What follows belongs to an exercise in optimizing a design on an open flow for small area; a production flow would make more cautious choices. Only simulation tests tie the RTL to the original design; equivalence was not proved. No activity file was given, so power comes from the tool's default toggle rates.

--- flow/config.mk ---
export PLATFORM = sky130hd
export DESIGN_NAME = Guitar_Villains
export DESIGN_NICKNAME = Guitar_Villains
export VERILOG_FILES = /design/flow/design.v
export SDC_FILE = /design/flow/constraint.sdc
export NUM_CORES = 4
export LEC_CHECK = 0
export ABC_AREA = 1
export CAP_MARGIN = 20
export CORE_MARGIN = 2
export CORE_UTILIZATION = 60
export CTS_BUF_LIST = sky130_fd_sc_hd__clkbuf_16
export CTS_CLUSTER_DIAMETER = 100
export CTS_CLUSTER_SIZE = 24
export SLEW_MARGIN = 20
--- flow/constraint.sdc ---
create_clock -name core_clock -period 20.0 [get_ports {clk}]
set_input_delay 4.0000 -clock core_clock [delete_from_list [all_inputs] [get_ports {clk}]]
set_output_delay 4.0000 -clock core_clock [all_outputs]
set_load 0.01 [all_outputs]
--- flow/design.v ---
module gv_sync (
  input  logic clk, n_rst, in,
  output logic edge_o
);
  logic s1, s2, s3;
  always_ff @(posedge clk, negedge n_rst)
    if (!n_rst) {s1, s2, s3} <= 3'b0;
    else        {s1, s2, s3} <= {in, s1, s2};
  assign edge_o = s2 & ~s3;
endmodule
module gv_row (
  input  logic        clk, n_rst,
  input  logic        pushed,       
  input  logic        idle,
  input  logic        p37,          
  input  logic        set_win,      
  input  logic        at11001,      
  input  logic        at11002,      
  input  logic        cnt_le,       
  output logic [15:0] nh, nm,
  output logic        good, missed
);
  logic scx, sc, win, hit, chk, g_end, m_end;
  logic [13:0] fcg, fcm;
  logic [15:0] nh_inc, nm_inc;
  always_comb begin
    logic c;
    logic [3:0] d;
    d = nh[3:0];
    c = d[3] | (d[2] & d[1] & d[0]);            
    nh_inc[0] = ~d[0];
    nh_inc[1] = c ? (d[3] & d[0]) : ~(d[1] ^ d[0]);
    nh_inc[2] = ~c & (d[2] ^ (d[1] | d[0]));
    nh_inc[3] = ~c & d[2] & (d[1] | d[0]);
    for (int k = 1; k < 4; k++) begin
      d = nh[4*k +: 4];
      nh_inc[4*k]     = d[0] ^ c;
      nh_inc[4*k + 1] = d[1] ^ (c & d[0] & ~d[3]);
      nh_inc[4*k + 2] = d[2] ^ (c & d[1] & d[0]);
      nh_inc[4*k + 3] = d[3] ^ (c & ((d[2] & d[1] & d[0]) | (d[3] & d[0])));
      c = c & d[3] & d[0];                       
    end
  end
  logic bcd_mode;
  assign bcd_mode = chk & ~hit;
  always_comb begin
    logic c, ov, c4;
    logic [3:0] d, r;
    c = 1'b1;
    for (int k = 0; k < 4; k++) begin
      d = nm[4*k +: 4];
      r[0] = d[0] ^ c;
      r[1] = d[1] ^ (c & d[0]);
      r[2] = d[2] ^ (c & d[1] & d[0]);
      r[3] = d[3] ^ (c & d[2] & d[1] & d[0]);
      c4 = c & d[3] & d[2] & d[1] & d[0];
      ov = c4 | (r[3] & (r[2] | r[1]));
      if (bcd_mode) begin
        nm_inc[4*k]     = r[0];
        nm_inc[4*k + 1] = r[1] ^ ov;
        nm_inc[4*k + 2] = r[2] ^ (ov & ~r[1]);
        nm_inc[4*k + 3] = r[3] ^ (ov & (r[2] | r[1]));
        c = ov;
      end else begin
        nm_inc[4*k +: 4] = r;
        c = c4;
      end
    end
  end
  function automatic [13:0] step14(input [13:0] a);
    step14 = {a[12:0], a[13] ^ a[12]};
  endfunction
  assign sc = scx & ~(at11001 | at11002);
  assign chk = scx & at11002;
  assign g_end = &fcg;
  assign m_end = &fcm;
  always_ff @(posedge clk, negedge n_rst) begin
    if (!n_rst) begin
      scx <= 0; hit <= 0;
      nh <= 0; nm <= 0; good <= 0; missed <= 0;
    end else begin
      if (p37 && set_win) scx <= 1'b1;
      else if (at11002)   scx <= 1'b0;
      if (chk) hit <= 1'b0;
      else if (pushed && win) hit <= 1'b1;
      if (chk && hit) nh <= nh_inc;
      else if (idle)  nh <= 16'd0;
      if ((chk && !hit) || (pushed && !win)) nm <= nm_inc;
      else if (idle) nm <= 16'd0;
      if (sc && pushed) good <= 1'b1;
      else if (good && g_end) good <= 1'b0;
      if (!sc && pushed) missed <= 1'b1;
      else if (missed && m_end) missed <= 1'b0;
    end
  end
  always_ff @(posedge clk) begin
    win <= sc & cnt_le;
    fcg <= (good && !g_end) ? step14(fcg) : 14'h01aa;
    fcm <= (missed && !m_end) ? step14(fcm) : 14'h01aa;
  end
endmodule
module gv_notes #(parameter logic [31:0] INIT = 32'h0) (
  input  logic       clk, n_rst,
  input  logic       load24, load31,
  input  logic       entry,      
  input  logic       b,          
  input  logic       scroll,     
  input  logic       done,       
  input  logic       diff,
  output logic [4:0] p,
  output logic [6:0] x,
  output logic       p37
);
  logic [31:0] n;
  logic rd, dec;
  logic [4:0] pm1;
  assign rd = n[p];
  assign dec = entry | (scroll & ~done);
  always_comb begin
    logic bw;
    bw = 1'b1;
    for (int k = 0; k < 5; k++) begin
      pm1[k] = p[k] ^ bw;
      bw = bw & ~p[k];
    end
  end
  always_ff @(posedge clk, negedge n_rst) begin
    if (!n_rst) begin
      n <= INIT; p37 <= 1'b0;
    end else begin
      for (int j = 0; j < 32; j++)
        if (entry && p == 5'((j + 25) % 32)) n[j] <= b;
      if (diff) p37 <= 1'b0;
      else if (scroll) p37 <= x[4];
    end
  end
  always_ff @(posedge clk) begin
    if (load24) p <= 5'd24;
    else if (load31) p <= 5'd31;
    else if (dec) p <= pm1;
    if (load24) x <= n[31:25];
    else if (diff) x <= 7'd0;
    else if (scroll) x <= {x[5:0], rd & ~done};
    else if (entry) begin
      if (p == 5'd25) x <= n[31:25];
      else x <= {x[5:0], (p <= 5'd24) ? rd : 1'b0};
    end
  end
endmodule
module Guitar_Villains(
    input logic clk,
    input logic n_rst,
    input logic [3:0]button,
    input logic chip_select,
    output logic [6:0]top_row,
    output logic [6:0]bottom_row,
    output logic red_disp,
    output logic green_disp,
    output logic [6:0]ss0,
    output logic [6:0]ss1
);
  localparam IDLE = 3'd1;
  localparam EDIT = 3'd2;
  localparam DIFF = 3'd3;
  localparam RUN = 3'd4;
  localparam PAUSE = 3'd5;
  localparam FINISH = 3'd6;
  function automatic [4:0] bdig(input [3:0] a, input [3:0] b, input ci, input weird);
    logic [4:0] c;
    logic [3:0] z;
    logic ov, k;
    c[0] = ci;
    for (int i = 0; i < 4; i++) begin
      z[i] = a[i] ^ b[i] ^ c[i];
      c[i+1] = (a[i] & b[i]) | (c[i] & (a[i] ^ b[i]));
    end
    ov = c[4] | (z[3] & (z[2] | z[1]));
    k = ov & (z[2] | z[1]);
    bdig[0] = z[0];
    bdig[1] = z[1] ^ ov;
    bdig[2] = z[2] ^ (ov & ~z[1]);
    bdig[3] = z[3] ^ k;
    bdig[4] = weird ? ov & ~(c[4] & z[3] & (z[2] | z[1])) : ov;
  endfunction
  function automatic [15:0] badd(input [15:0] a, input [15:0] b, input ci, input weird);
    logic [4:0] d;
    logic c;
    c = ci;
    for (int i = 0; i < 4; i++) begin
      d = bdig(a[4*i +: 4], b[4*i +: 4], c, weird);
      badd[4*i +: 4] = d[3:0];
      c = d[4];
    end
  endfunction
  function automatic [3:0] comp9(input [3:0] a);
    comp9 = (a <= 4'd9) ? 4'd9 - a : 4'd0;
  endfunction
  function automatic [6:0] seg7(input [3:0] a);
    case (a)
      4'd0: seg7 = 7'b0111111;
      4'd1: seg7 = 7'b0000110;
      4'd2: seg7 = 7'b1011011;
      4'd3: seg7 = 7'b1001111;
      4'd4: seg7 = 7'b1100110;
      4'd5: seg7 = 7'b1101101;
      4'd6: seg7 = 7'b1111101;
      4'd7: seg7 = 7'b0000111;
      4'd8: seg7 = 7'b1111111;
      4'd9: seg7 = 7'b1100111;
      default: seg7 = 7'b0000000;
    endcase
  endfunction
  logic e0, e1, e2, e3, e3r;
  gv_sync sy0 (.clk(clk), .n_rst(n_rst), .in(button[0]), .edge_o(e0));
  gv_sync sy1 (.clk(clk), .n_rst(n_rst), .in(button[1]), .edge_o(e1));
  gv_sync sy2 (.clk(clk), .n_rst(n_rst), .in(button[2] & ~chip_select), .edge_o(e2));
  gv_sync sy3 (.clk(clk), .n_rst(n_rst), .in(button[3] & ~chip_select), .edge_o(e3));
  gv_sync sy4 (.clk(clk), .n_rst(n_rst), .in(button[3]), .edge_o(e3r));
  logic [2:0] mode;
  logic [1:0] level;
  logic m_idle, m_edit, m_diff, m_run, m_pause, m_fin;
  assign m_idle  = mode == IDLE;
  assign m_edit  = mode == EDIT;
  assign m_diff  = mode == DIFF;
  assign m_run   = mode == RUN;
  assign m_pause = mode == PAUSE;
  assign m_fin   = mode == FINISH;
  logic [5:0] fp;
  logic finish;
  assign finish = fp == 6'h34;
  always_ff @(posedge clk, negedge n_rst) begin
    if (!n_rst) mode <= IDLE;
    else if (e2) begin
      case (mode)
        IDLE: mode <= EDIT;
        EDIT: mode <= DIFF;
        DIFF: mode <= RUN;
        RUN: mode <= PAUSE;
        PAUSE: mode <= RUN;
        default: mode <= IDLE;
      endcase
    end else if (e3) begin
      if (!m_edit) mode <= FINISH;
    end else if (finish) mode <= FINISH;
  end
  always_ff @(posedge clk, negedge n_rst) begin
    if (!n_rst) level <= 2'd1;
    else if (m_diff && e1) level <= (level == 2'd1) ? 2'd2 : (level == 2'd2) ? 2'd3 : 2'd1;
  end
  localparam logic [16:0] C50000 = 17'h05de1, C40000 = 17'h13ec6, C30000 = 17'h06390;
  localparam logic [16:0] C39000 = 17'h0581d, C29000 = 17'h0f637, C19000 = 17'h10d19;
  localparam logic [16:0] C11001 = 17'h18304, C11002 = 17'h10608, C59999 = 17'h12d38, CLAST = 17'h10000;
  logic [16:0] cnt, cnt_step;
  logic hz, ge60k;
  logic at_lim, set_win, at11001, at11002;
  always_comb begin
    case (level)
      2'd2: begin at_lim = cnt == C40000; set_win = cnt == C29000; end
      2'd3: begin at_lim = cnt == C30000; set_win = cnt == C19000; end
      default: begin at_lim = cnt == C50000; set_win = cnt == C39000; end
    endcase
  end
  assign at11001 = cnt == C11001;
  assign at11002 = cnt == C11002;
  assign cnt_step = {cnt[15:0], ~(cnt[16] ^ cnt[13]) ^ (&cnt[15:0])};
  always_ff @(posedge clk, negedge n_rst) begin
    if (!n_rst) begin
      cnt <= 0; hz <= 0; ge60k <= 0;
    end else begin
      hz <= at_lim & m_run;
      cnt <= (at_lim & m_run) ? 17'd0 : cnt_step;
      ge60k <= (cnt == C59999) | (ge60k & (cnt != CLAST));
    end
  end
  always_ff @(posedge clk, negedge n_rst) begin
    if (!n_rst) fp <= 0;
    else if (finish) fp <= 0;
    else if (hz) fp <= {fp[4:0], ~(fp[5] ^ fp[4])};
  end
  logic ts, tg, tr, first;
  logic [4:0] p1, p2, position;
  logic [6:0] x1, x2;
  logic p37_1, p37_2;
  logic done, scroll, load24;
  logic ent, ent1, ent2;
  assign scroll = m_run & hz;
  assign ent = m_edit & (e0 ^ e1);
  assign ent1 = ent & ~ts;
  assign ent2 = ent & ts;
  assign first = ~(tg | tr);
  assign load24 = m_idle | m_fin;
  gv_notes #(.INIT(32'hcccccccc)) nt1 (.clk(clk), .n_rst(n_rst), .load24(load24), .load31(m_diff), .entry(ent1), .b(e1), .scroll(scroll),
    .done(done), .diff(m_diff), .p(p1), .x(x1), .p37(p37_1));
  gv_notes #(.INIT(32'haaaaaaaa)) nt2 (.clk(clk), .n_rst(n_rst), .load24(load24), .load31(m_diff), .entry(ent2), .b(e1), .scroll(scroll),
    .done(done), .diff(m_diff), .p(p2), .x(x2), .p37(p37_2));
  always_ff @(posedge clk) begin
    ts <= m_edit & (ts ^ e3r);
    tg <= m_edit & ~ts;
    tr <= m_edit & ts;
    position <= m_edit ? (ts ? p2 : p1) : 5'd24;
    if (m_diff) done <= 1'b0;
    else if (scroll && p1 == 5'd0) done <= 1'b1;
  end
  logic [15:0] nh1, nm1, nh2, nm2;
  logic good1, good2, missed1, missed2;
  gv_row r1 (.clk(clk), .n_rst(n_rst), .pushed(m_run & e0), .idle(m_idle), .p37(p37_1),
    .set_win(set_win), .at11001(at11001), .at11002(at11002), .cnt_le(~ge60k), .nh(nh1), .nm(nm1), .good(good1), .missed(missed1));
  gv_row r2 (.clk(clk), .n_rst(n_rst), .pushed(m_run & e1), .idle(m_idle), .p37(p37_2),
    .set_win(set_win), .at11001(at11001), .at11002(at11002), .cnt_le(~ge60k), .nh(nh2), .nm(nm2), .good(good2), .missed(missed2));
  logic [15:0] th, tm, tsc, tm9;
  logic [7:0] score, dneg;
  logic is_neg, flash_on, fl;
  logic [16:0] fc;
  assign th = badd(nh1, nh2, 1'b0, 1'b0);
  assign tm = badd(nm1, nm2, 1'b0, 1'b1);
  assign tm9 = {comp9(tm[15:12]), comp9(tm[11:8]), comp9(tm[7:4]), comp9(tm[3:0])};
  assign tsc = badd(th, tm9, 1'b1, 1'b0);
  logic sat_h, sat_m;
  assign sat_h = th[15:8] != 8'h00;
  assign sat_m = (tm[15:8] != 8'h00) || (tm[7:4] > 4'd9) || (tm[7:4] == 4'd9 && tm[3:0] > 4'd9);
  logic z0;
  assign z0 = tsc[3:0] == 4'd0;
  assign dneg[3:0] = z0 ? 4'd0 : 4'd10 - tsc[3:0];
  assign dneg[7:4] = 4'd9 - tsc[7:4] + {3'b0, z0};
  assign is_neg = tsc[15] | (tsc[14] & (tsc[13] | tsc[12]));
  assign flash_on = ~is_neg | ~fl;
  always_comb begin
    if (tsc[15:8] == 8'h00) score = tsc[7:0];
    else if (tsc[15:8] == 8'h99 && tsc[7:0] != 8'h00) score = dneg;
    else score = 8'h99;
  end
  always_ff @(posedge clk, negedge n_rst) begin
    if (!n_rst) begin
      fc <= 0; fl <= 0;
    end else if (is_neg) begin
      fc <= (fc == 17'h0546b) ? 17'd0 : {fc[15:0], ~(fc[16] ^ fc[13])};
      if (fc == 17'h0546b) fl <= 1'b0;
      else if (fc == 17'h12ef0) fl <= 1'b1;
    end
  end
  logic [7:0] hs;
  logic [1:0] sm;
  always_ff @(posedge clk, negedge n_rst) begin
    if (!n_rst) begin
      hs <= 0; sm <= 0;
    end else begin
      if (m_fin && score > hs && !is_neg) hs <= score;
      if (e0) sm <= {sm[0], ~sm[1]};    
    end
  end
  logic [7:0] dv, pbcd;
  logic den;
  always_comb begin
    case (position)    
      5'd0: pbcd = 8'h07;  5'd1: pbcd = 8'h08;  5'd2: pbcd = 8'h09;  5'd3: pbcd = 8'h10;
      5'd4: pbcd = 8'h11;  5'd5: pbcd = 8'h12;  5'd6: pbcd = 8'h13;  5'd7: pbcd = 8'h14;
      5'd8: pbcd = 8'h15;  5'd9: pbcd = 8'h16;  5'd10: pbcd = 8'h17; 5'd11: pbcd = 8'h18;
      5'd12: pbcd = 8'h19; 5'd13: pbcd = 8'h20; 5'd14: pbcd = 8'h21; 5'd15: pbcd = 8'h22;
      5'd16: pbcd = 8'h23; 5'd17: pbcd = 8'h24; 5'd18: pbcd = 8'h25; 5'd19: pbcd = 8'h26;
      5'd20: pbcd = 8'h27; 5'd21: pbcd = 8'h28; 5'd22: pbcd = 8'h29; 5'd23: pbcd = 8'h30;
      5'd24: pbcd = 8'h31; 5'd25: pbcd = 8'h00; 5'd26: pbcd = 8'h01; 5'd27: pbcd = 8'h02;
      5'd28: pbcd = 8'h03; 5'd29: pbcd = 8'h04; 5'd30: pbcd = 8'h05; default: pbcd = 8'h06;
    endcase
  end
  logic m_rp, show_x;
  assign m_rp = m_run | m_pause;
  assign show_x = ~chip_select & (m_rp | (m_edit & ~first));
  logic [7:0] dvr;
  logic sat;
  always_comb begin
    dvr = score;
    den = flash_on;
    sat = 1'b0;
    if (m_edit) begin
      dvr = pbcd; den = 1'b1;
    end else if (m_diff) begin
      dvr = {6'b0, level}; den = 1'b1;
    end else if (m_fin) begin
      case (sm)
        2'd1: begin dvr = hs; den = 1'b1; end
        2'd3: begin dvr = th[7:0]; sat = sat_h; den = 1'b1; end
        2'd2: begin dvr = tm[7:0]; sat = sat_m; den = 1'b1; end
        default: ;
      endcase
    end else if (m_idle) den = 1'b0;
  end
  assign dv = sat ? 8'h99 : dvr;
  logic [6:0] s0, s1;
  assign s0 = seg7(dv[3:0]);
  assign s1 = m_diff ? 7'b1011110 : seg7(dv[7:4]);
  assign ss0 = (den & ~chip_select) ? s0 : 7'b0;
  assign ss1 = (den & ~chip_select) ? s1 : 7'b0;
  assign top_row = (~chip_select & m_idle) ? 7'h7f : show_x ? (m_edit ? x2 : x1) : 7'b0;
  assign bottom_row = (~chip_select & m_idle) ? 7'h7f : show_x ? (m_edit ? x1 : x2) : 7'b0;
  always_comb begin
    green_disp = 1'b0; red_disp = 1'b0;
    if (!chip_select) begin
      if (m_edit) begin green_disp = tg; red_disp = tr; end
      else if (m_rp) begin green_disp = good1 | good2; red_disp = missed1 | missed2; end
      else if (m_fin) begin green_disp = sm[0]; red_disp = sm[0] ^ sm[1]; end
    end
  end
endmodule
--- flow/flow/run.sh ---
#!/bin/bash
# Own layout flow: the standard ORFS flow (standard.sh) with these changes,
# all made through ORFS's own variables:
#  - synthesis maps the logic with an area-oriented ABC script (abc_area.script
#    here: three rounds of &dch / &nf with area recovery, no buffering or gate
#    upsizing); ORFS's scripts are used from a copy whose abc_area.script is
#    this one. Registers and every other synthesis step are unchanged;
#  - half-adder cells are added to the don't-use list, so Yosys's extract_fa
#    leaves XOR logic to ABC;
#  - port buffers use the smallest buffer cell instead of clkdlybuf4s50_1;
#  - clock tree synthesis without dummy loads, clkbuf_16 leaf clusters of up
#    to 30 sinks.
# Each tool's full output stays in orfs/logs/; make's output goes to flow.log.
set -euo pipefail
here=$(pwd)
platform_dont_use=$(sed -n '/^export DONT_USE_CELLS += /,/[^\\]$/p' \
  "$FLOW_HOME/platforms/sky130hd/config.mk" | tr -d '\\' | sed 's/export DONT_USE_CELLS += //' | tr -s ' \n' ' ')
rm -rf "$here/orfs_scripts"
cp -r "$FLOW_HOME/scripts" "$here/orfs_scripts"
cp "$here/flow/abc_area.script" "$here/orfs_scripts/abc_area.script"
export BUFFER_PORTS_ARGS="-buffer_cell sky130_fd_sc_hd__buf_1"
export CTS_ARGS="-sink_clustering_enable -repair_clock_nets -dont_use_dummy_load -buf_list sky130_fd_sc_hd__clkbuf_16 -sink_clustering_size 30 -sink_clustering_max_diameter 120"
bash standard.sh "SCRIPTS_DIR=$here/orfs_scripts" \
  "DONT_USE_CELLS=$platform_dont_use sky130_fd_sc_hd__ha_1 sky130_fd_sc_hd__ha_2 sky130_fd_sc_hd__ha_4" \
  finish > flow.log 2>&1
--- flow/flow/abc_area.script ---
strash
&get -n
&st
&dch
&nf -R 1000
&st
&dch
&nf -R 1000
&st
&dch
&nf -R 1000
&put
topo
stime -c
--- flow/standard.sh ---
#!/bin/bash
# synth_recipe.tcl (not shown) runs the flow's synth.tcl, then flattens the netlist and writes it again
# the make line also repeats each setting of config.mk as NAME=value (left out here)
make -C /OpenROAD-flow-scripts/flow DESIGN_CONFIG=/design/flow/config.mk WORK_HOME=/design/flow/orfs CLKGATE_MAP_FILE= SYNTH_SCRIPT=/design/flow/synth_recipe.tcl "${@:-finish}"
==> results.sh <==
export IMPL_status="no timing/DRC/antenna violations"
export IMPL_slew_viol_final=0
export IMPL_finalSetupTns_ns=0
export IMPL_path_common_cell="fa_1"
export IMPL_seqPwrFrac_pct=39.5
export IMPL_drtAntennaViolNets=0
export IMPL_syn_inst=1743
export IMPL_synth_edf_count=14
export IMPL_clkPwrFrac_pct=15.5
export IMPL_total_power_uw=2020
export IMPL_syn_to_final_growth_pct=6.81
export IMPL_nets=1862
export IMPL_path_class="reg2out"
export IMPL_grt_antenna_before_repair=0
export IMPL_worstMarginPinSlew_ns=1.10
export IMPL_max_slew_margin_pct=26.6
export IMPL_synth_top_area_share_pct=28.0
export IMPL_drive_gt1_share_pct=4.09
export IMPL_startpoint_type="flip-flop"
export IMPL_finalHoldViolCount=0
export IMPL_synth_top_family_by_area="simple AND/OR/NAND/NOR gates"
export IMPL_max_stage_delay_ns=0.61
export IMPL_die_w_um=167
export IMPL_setup_viol=0
export IMPL_gp_congestion=0.895
export IMPL_core_sq_mm=0.0260
export IMPL_tritoncts="done"
export IMPL_yosys_area_top_type="dfrtp_1"
export IMPL_ys_async_sr_fraction_pct=69.6
export IMPL_clock_fmax_mhz=53.0
export IMPL_wirelength_um=36000
export IMPL_root_buffer="clkbuf_16"
export IMPL_cts_buffer_depth=3
export IMPL_die_area_sq_mm=0.0277
export IMPL_worstHoldPathCells=0
export IMPL_reg2reg_to="hs[3]$_DFFE_PN0P_"
export IMPL_cts_sinks=303
export IMPL_yosysMostFrequentCell="nand2_1"
export IMPL_syn_nets=1795
export IMPL_critPathArrivalTime_ns=14.87
export IMPL_power_density_mw_per_mm2=119
export IMPL_clk_pin_slew_ns=0.11
export IMPL_p_int_uw=1180
export IMPL_ctsHtreeMaxLevel=1
export IMPL_start_util_pct=61.0
export IMPL_vias=13021
export IMPL_period_needed_ns=18.87
export IMPL_synth_compound_area_share_pct=19.3
export IMPL_finClkSkew_ns=0.0671
export IMPL_synth_area_top_cells="dfrtp_1 (28%), dfxtp_1 (9.9%), fa_1 (5.7%)"
export IMPL_vdd_drop_max_v=0.0000933
export IMPL_insertion_delay_ns=0.53
export IMPL_die_h_um=167
export IMPL_synth_common_cells="nand2_1 (238), o21ai_0 (179), dfrtp_1 (177), nor2_1 (149), a21oi_1 (121)"
export IMPL_drv_cap=0
export IMPL_vias_per_cell=6.08
export IMPL_grt_pass1_vias=12126
export IMPL_seq_area_frac_synth_pct=46.1
export IMPL_p_leak_uw=0.00656
export IMPL_portBuffers=36
export IMPL_grt_max_degree=78
export IMPL_hold_class="reg2reg"
export IMPL_synth_mux_area_share_pct=1.87
export IMPL_cp_slowest_cell="fa_1"
export IMPL_rows=59
export IMPL_grt_overflow_total=0
export IMPL_synthAdderAreaFrac_pct=5.68
export IMPL_holdCritStartpoint="sy0.s1$_DFF_PN0_"
export IMPL_yosysWarningCount=5
export IMPL_drc=0
export IMPL_io_pins=37
export IMPL_cts_inserted_buffers=14
export IMPL_ys_flop_type="dfrtp_1"
export IMPL_hpwl_um=25800
export IMPL_grt_usage_pct=26.2
export IMPL_end_kind="output port"
export IMPL_fillCellCount=2214
export IMPL_rsz0062_at_grt="no"
export IMPL_drt_initial_drc_count=1009
export IMPL_syn_avg_cell_area_sq_um=9.09
export IMPL_rrSetupSlack_ns=5.79
export IMPL_swShare_pct=41.8
export IMPL_worst_hold_slack_ns=0.344
export IMPL_drt_pass1_iterations=5
export IMPL_reg2reg_depth=53
export IMPL_synth_distinct_cells=61
export IMPL_hold_end="sy0.s2$_DFF_PN0_"
export IMPL_post_drt_wl_per_cell_um=16.8
export IMPL_netlist_area_sq_mm=0.0158
export IMPL_synthXorXnorAreaFrac_pct=2.76
export IMPL_crit_fanout=7
export IMPL_timing_rr_start="r2.nm[0]$_DFFE_PN0P_"
export IMPL_crit_required_ns=16.00
export IMPL_p_switching_uw=844
export IMPL_antenna_cells=0
export IMPL_multi_input_area_sq_mm=0.00828
export IMPL_finalCritPeriodShare_pct=94.3
export IMPL_yosys_area_share_simple_pct=22.4
export IMPL_ys_seq_elements=303
export IMPL_p_comb_share_pct=45.0
export IMPL_grt_pass1_wl_um=61200
export IMPL_seq_area_sq_mm=0.00730
cell families (layout without fill, tap and decap cells):
logic type      after synthesis  count (layout)
xor+xnor                     50              50
simple gates                737             737
mux                          28              28
compound gates              500             500
buf+inv                      80             145
fa+ha+maj                    45              45
flops                       303             303
metrics by stage:
stage | instances | setup slack (ns) | area, sq um | util [%]
2_1_floorplan | 1743 | 2.24 | 15800 | -
3_3_place_gp | 2127 | 1.61 | 16500 | 63.6
3_5_place_dp | 2127 | 1.25 | 16500 | 63.6
4_1_cts | 2141 | 0.637 | 16900 | 64.9
5_1_grt | 2143 | 0.0589 | 16900 | 65.1
6_report | 2143 | 1.13 | 16900 | 65.1
layout by cell type (no fill, tap or decap), drive strengths merged, types with 51 or more instances in the layout:
cell type / count
nand2: 238
nor2: 149
buf: 52
clkinv: 78
and2: 51
dfrtp: 177
dfxtp: 78
o21ai: 179
nand3: 91
a21oi: 121
critical path, delay by kind of cell (launching register included):
family	cells	cell delay (ns)
compound gates	13	2.20
flops	1	0.48
buf+inv	6	0.54
xor+xnor	1	0.22
fa+ha+maj	19	8.13
simple gates	12	2.78
registers in the layout, indices dropped and copies added (netlist names), 16 cells and up:
name and cells:
r2.nh 16, fc 17, r2.nm 16, r1.nh 16, r1.nm 16, nt1.n 32, nt2.n 32, cnt 17
layout make-up:
cell class	count	area share, %
Clock buffer	14	2.07
Inverter	78	1.73
Multi-Input combinational cell	1360	48.9
Sequential cell	303	43.2
Tap cell	335	2.48
Timing Repair Buffer	53	1.65
worst max path at each step:
stage | from | to | slack, ns | depth (start not counted)
after floorplan | r1.nm[0]$_DFFE_PN0P_ | ss0[6] | 2.24 | 43
after global placement | r1.nm[0]$_DFFE_PN0P_ | ss1[3] | 1.61 | 52
after detailed placement | r2.nm[0]$_DFFE_PN0P_ | ss1[3] | 1.25 | 52
after CTS | r2.nm[0]$_DFFE_PN0P_ | ss1[3] | 0.64 | 52
after global routing | r2.nm[0]$_DFFE_PN0P_ | ss1[1] | 0.06 | 52
final | r2.nm[0]$_DFFE_PN0P_ | ss1[3] | 1.13 | 51
power groups by stage:
stage                     sequential (uW)  clock, uW  combinational [uW]
after detailed placement              807          0                 882
after global placement                806          0                 856
after floorplan                       781          0                 670
after CTS                             796        322                 885
final                                 799        313                 908
after global routing                  812        341                1020
metal layers:
| metal | share of wire [%] | vias to the layer above | track usage (%) | routed length, um |
|---|---|---|---|---|
| met4 | 2.3 | 0 | 6.15 | 833 |
| met5 | 0 | - | 0 | 0 |
| li1 | - | 6375 | - | - |
| met3 | 4.7 | 52 | 2.59 | 1690 |
| met1 | 50 | 6250 | 40.8 | 17900 |
| met2 | 43 | 344 | 39.9 | 15500 |
repair_timing:
action                     CTS  global route
setup endpoints to repair    0            14
hold buffers                 0             0
buffers inserted             0             0
gates resized for setup      0             5

==> re-timing with driven ports <==
The results above use ideal ports. As a check the final layout listed here was re-extracted and re-timed, cells and wires unchanged. Step 1 assumes that a clkbuf_16 drives the clock port and a buf_2 every other input. Step 2 times the ports against the registers' clock, not the clock port: input delays grow and output delays shrink by t, the midpoint of the rising clock arrivals with the driver on. Slacks: no drivers / after step 1 / after step 2; pairs: no drivers / after step 1.
t, ns: 0.542
setup slack, ns: 1.132 / 1.084 / 1.626
worst hold slack (ns): 0.344 / 0.344 / 0.344
slew at the worst register clock pin (ns): 0.12 / 0.12
cell pins on the clock port's net: 1
After both steps setup and hold are still met in this run. For this run, drivers alone change the setup slack by -0.048 ns; drivers and shift together by +0.494 ns.
